This is an optimization exercise on Yosys and OpenROAD, whose aim is small area, a short achievable clock period and few clock cycles, not a production implementation.
The RTL was checked by simulation tests, not by an equivalence proof against the original design.

branch willow:
==> flow/design.v (excerpt) <==
module RISC5(
input clk, rst, irq, stallX,
input [31:0] inbus, codebus,
output [23:0] adr,
output rd, wr, ben,
output [31:0] outbus);
reg [21:0] PC;          
reg [31:0] IR;
reg [31:0] B, Cq;       
reg [21:0] BT, nxpc;    
reg ival;               
reg mem2;               
reg ldL, ldB;           
reg [3:0] ldR;          
reg [23:0] DA;          
reg [31:0] SD;          
reg N, Z, C, OV;
reg [31:0] H;
reg irq1, intEnb, intPnd, intMd;
reg [25:0] SPC;
reg [7:0] dcc;          
reg dImm, dRg, dAdd, dSub, dMD, dMul, dDiv, dFml, dFdv, dFA, dFsub, dLdSt, dBr, dRTI, dSTI;
reg rMovI, rMovU, rMovC, rMovH, rMovF, rSh, rAnd, rAnn, rIor, rXor, rSum, rMD, rFA;
wire p = IR[31], q = IR[30], u = IR[29], v = IR[28];
wire [3:0] op = IR[19:16];
wire [3:0] ira = IR[27:24];
wire [2:0] cc = IR[26:24];
wire [15:0] imm = IR[15:0];
wire [19:0] off = IR[19:0];
wire ex = ival & ~mem2;             
wire Rg = ex & dRg;
wire Add = ex & dAdd;
wire Sub = ex & dSub;
wire LdSt = ex & dLdSt;
wire Br = ex & dBr;
wire RTI = ex & dRTI;
wire [31:0] rB, rC, C0, C1, aluRes, regmux, inbus1, shout, mdres, mdh, fsum, sum;
wire stallMD, stallFA;
wire busy = stallMD | stallFA;
wire S = N ^ OV;
wire cond = IR[27] ^ ((dcc[0] & N) | (dcc[1] & Z) | (dcc[2] & C) | (dcc[3] & OV) | (dcc[4] & (C | Z)) | (dcc[5] & S) | (dcc[6] & (S | Z)) | dcc[7]);
wire tk = Br & cond;                
wire [21:0] pcmux0 = busy ? PC : (RTI ? SPC[21:0] : (tk ? (u ? BT : C0[23:2]) : nxpc));
wire intAckU = intPnd & intEnb & ~intMd & ex & ~busy & ~dLdSt;
wire intAckM = intPnd & intEnb & ~intMd & mem2;
wire intAck = (intAckU | intAckM) & ~stallX;
wire sPC = ~ival | busy;
wire sI = intAckU;
wire sN = ~sPC & ~sI & ~RTI;           
wire [21:0] npc = ({22{sPC}} & PC) | {21'h0, sI} | ({22{~sI & RTI}} & SPC[21:0]) | ({22{sN}} & nxpc);
wire [21:0] tgt = u ? BT : C0[23:2];
wire tkF = sN & tk;
wire [21:0] pcmux = tkF ? tgt : npc;
wire fetch = ~mem2 & (~ival | ~busy);
  ...
clock: 13.0 ns
lec_check: 0
cap_margin: 30
core_margin: 2
core_utilization: 35
place_density: 0.55
setup_slack_margin: 5
slew_margin: 30
tns_end_percent: 100
standard.sh (not shown) runs the stock make flow with config.mk's settings and CLKGATE_MAP_FILE= SYNTH_SCRIPT=/design/flow/synth_recipe.tcl, a recipe that flattens the netlist after the stock synthesis.
==> flow/flow/run.sh <==
#!/bin/bash
set -o pipefail
sed 's/SETUP_SLACK_MARGIN=[0-9.]*/SETUP_SLACK_MARGIN=7/' standard.sh > standard_m.sh
bash standard_m.sh > standard.log 2>&1
Testbench counts of branch willow, summed over its fixed seeds: cycles 90,573.
--- input diff branch willow..branch tundra ---
--- a/flow/design.v
+++ b/flow/design.v
@@ -292,22 +292,21 @@
 wire Br = ex & dBr;
 wire RTI = ex & dRTI;
 wire [31:0] rB, rC, C0, C1, aluRes, regmux, inbus1, shout, mdres, mdh, fsum, sum;
 wire stallMD, stallFA;
 wire busy = stallMD | stallFA;
 wire S = N ^ OV;
 wire cond = IR[27] ^ ((dcc[0] & N) | (dcc[1] & Z) | (dcc[2] & C) | (dcc[3] & OV) | (dcc[4] & (C | Z)) | (dcc[5] & S) | (dcc[6] & (S | Z)) | dcc[7]);
 wire tk = Br & cond;                
 wire [21:0] pcmux0 = busy ? PC : (RTI ? SPC[21:0] : (tk ? (u ? BT : C0[23:2]) : nxpc));
 wire intAckU = intPnd & intEnb & ~intMd & ex & ~busy & ~dLdSt;
-wire intAckM = intPnd & intEnb & ~intMd & mem2;
-wire intAck = (intAckU | intAckM) & ~stallX;
+wire intAck = intAckU & ~stallX;
 wire sPC = ~ival | busy;
 wire sI = intAckU;
 wire sN = ~sPC & ~sI & ~RTI;           
 wire [21:0] npc = ({22{sPC}} & PC) | {21'h0, sI} | ({22{~sI & RTI}} & SPC[21:0]) | ({22{sN}} & nxpc);
 wire [21:0] tgt = u ? BT : C0[23:2];
 wire tkF = sN & tk;
 wire [21:0] pcmux = tkF ? tgt : npc;
 wire fetch = ~mem2 & (~ival | ~busy);
 wire [21:0] bt, nx;
 PAdd #(22) btadd(.a(pcmux), .b(codebus[21:0]), .ci(1'b1), .s(bt));
@@ -396,36 +395,32 @@
       rAnd <= ~fp & (fo == 4);
       rAnn <= ~fp & (fo == 5);
       rIor <= ~fp & (fo == 6);
       rXor <= ~fp & (fo == 7);
       rSum <= ~fp & fo[3] & ~fo[2] & ~fo[1];
       rMD <= ~fp & fo[3] & fo[1];
       rFA <= ~fp & fo[3] & fo[2] & ~fo[1];
     end else if (mem2) begin
       if (fwdB) B <= regmux;
       if (fwdC) Cq <= regmux ^ {32{dSub}};
-      if (intAckM) begin
-        PC <= 22'h1;
-        ival <= 1'b0;
-      end
     end
     mem2 <= LdSt;
   end
   if (LdSt) begin
     DA <= da;
     SD <= C0;
     ldL <= ~u;
     ldB <= v;
     ldR <= ira;
   end
   N <= nn;
   Z <= zz;
   C <= (stallX ? C : cx);
   OV <= (stallX ? OV : vv);
   H <= (ex & (dMul | dDiv) & ~stallMD) ? mdh : H;
   irq1 <= irq;
   intEnb <= (~rst ? 0 : ((ex & dSTI) ? IR[0] : intEnb));
   intPnd <= ((rst & ~intAck) & ((~irq1 & irq) | intPnd));
   intMd <= ((rst & ~RTI) & (intAck | intMd));
-  SPC <= (intAck ? {nn, zz, cx, vv, (mem2 ? PC : pcmux0)} : SPC);
+  SPC <= (intAck ? {nn, zz, cx, vv, pcmux0} : SPC);
 end
 endmodule
--- outcome ---
branch tundra finished end to end and its layout was clean on timing, DRC and antenna. Going from branch willow to branch tundra, the area growth from synthesis to layout was found to have gone down by 1.1 points. The faster design of the two is branch tundra; branch willow tops out lower. [compare] base=branch willow new=branch tundra: data arrival time of the worst path now smaller; worst-case headroom to the max-slew limit increased 5.5 points; count of clock buffers in the final design decreased by 10 relative to the old numbers. First-pass GRT wire length for branch tundra is higher than for branch willow.
Testbench counts of branch tundra, summed over its fixed seeds: cycles 90,573.

## port drivers added, routing unchanged
No port has a modelled driver above. Below, the same layouts with a new extraction and two added sets of constraints. Step 1: set_driving_cell puts a clkbuf_16 on clk and a buf_2 on each other input, an assumption about the parent block. Step 2 moves the port delays by t, midway between the first and last clock arrival at a register: inputs arrive t later, outputs are due t later. That takes back most of the time a late clock gives input paths. Slacks: ideal / step 1 / step 2; pairs: ideal / step 1.
run | t, ns | setup WS [ns] | worst setup path at the end
branch willow | 0.918 | 6.568 / 6.568 / 5.962 | input to register
branch tundra | 0.904 | 6.892 / 6.892 / 6.397 | input to register
After both steps setup and hold are still met in every run listed. For branch willow, which loses most, drivers alone change the setup slack by 0.000 ns; drivers and shift together by -0.606 ns.
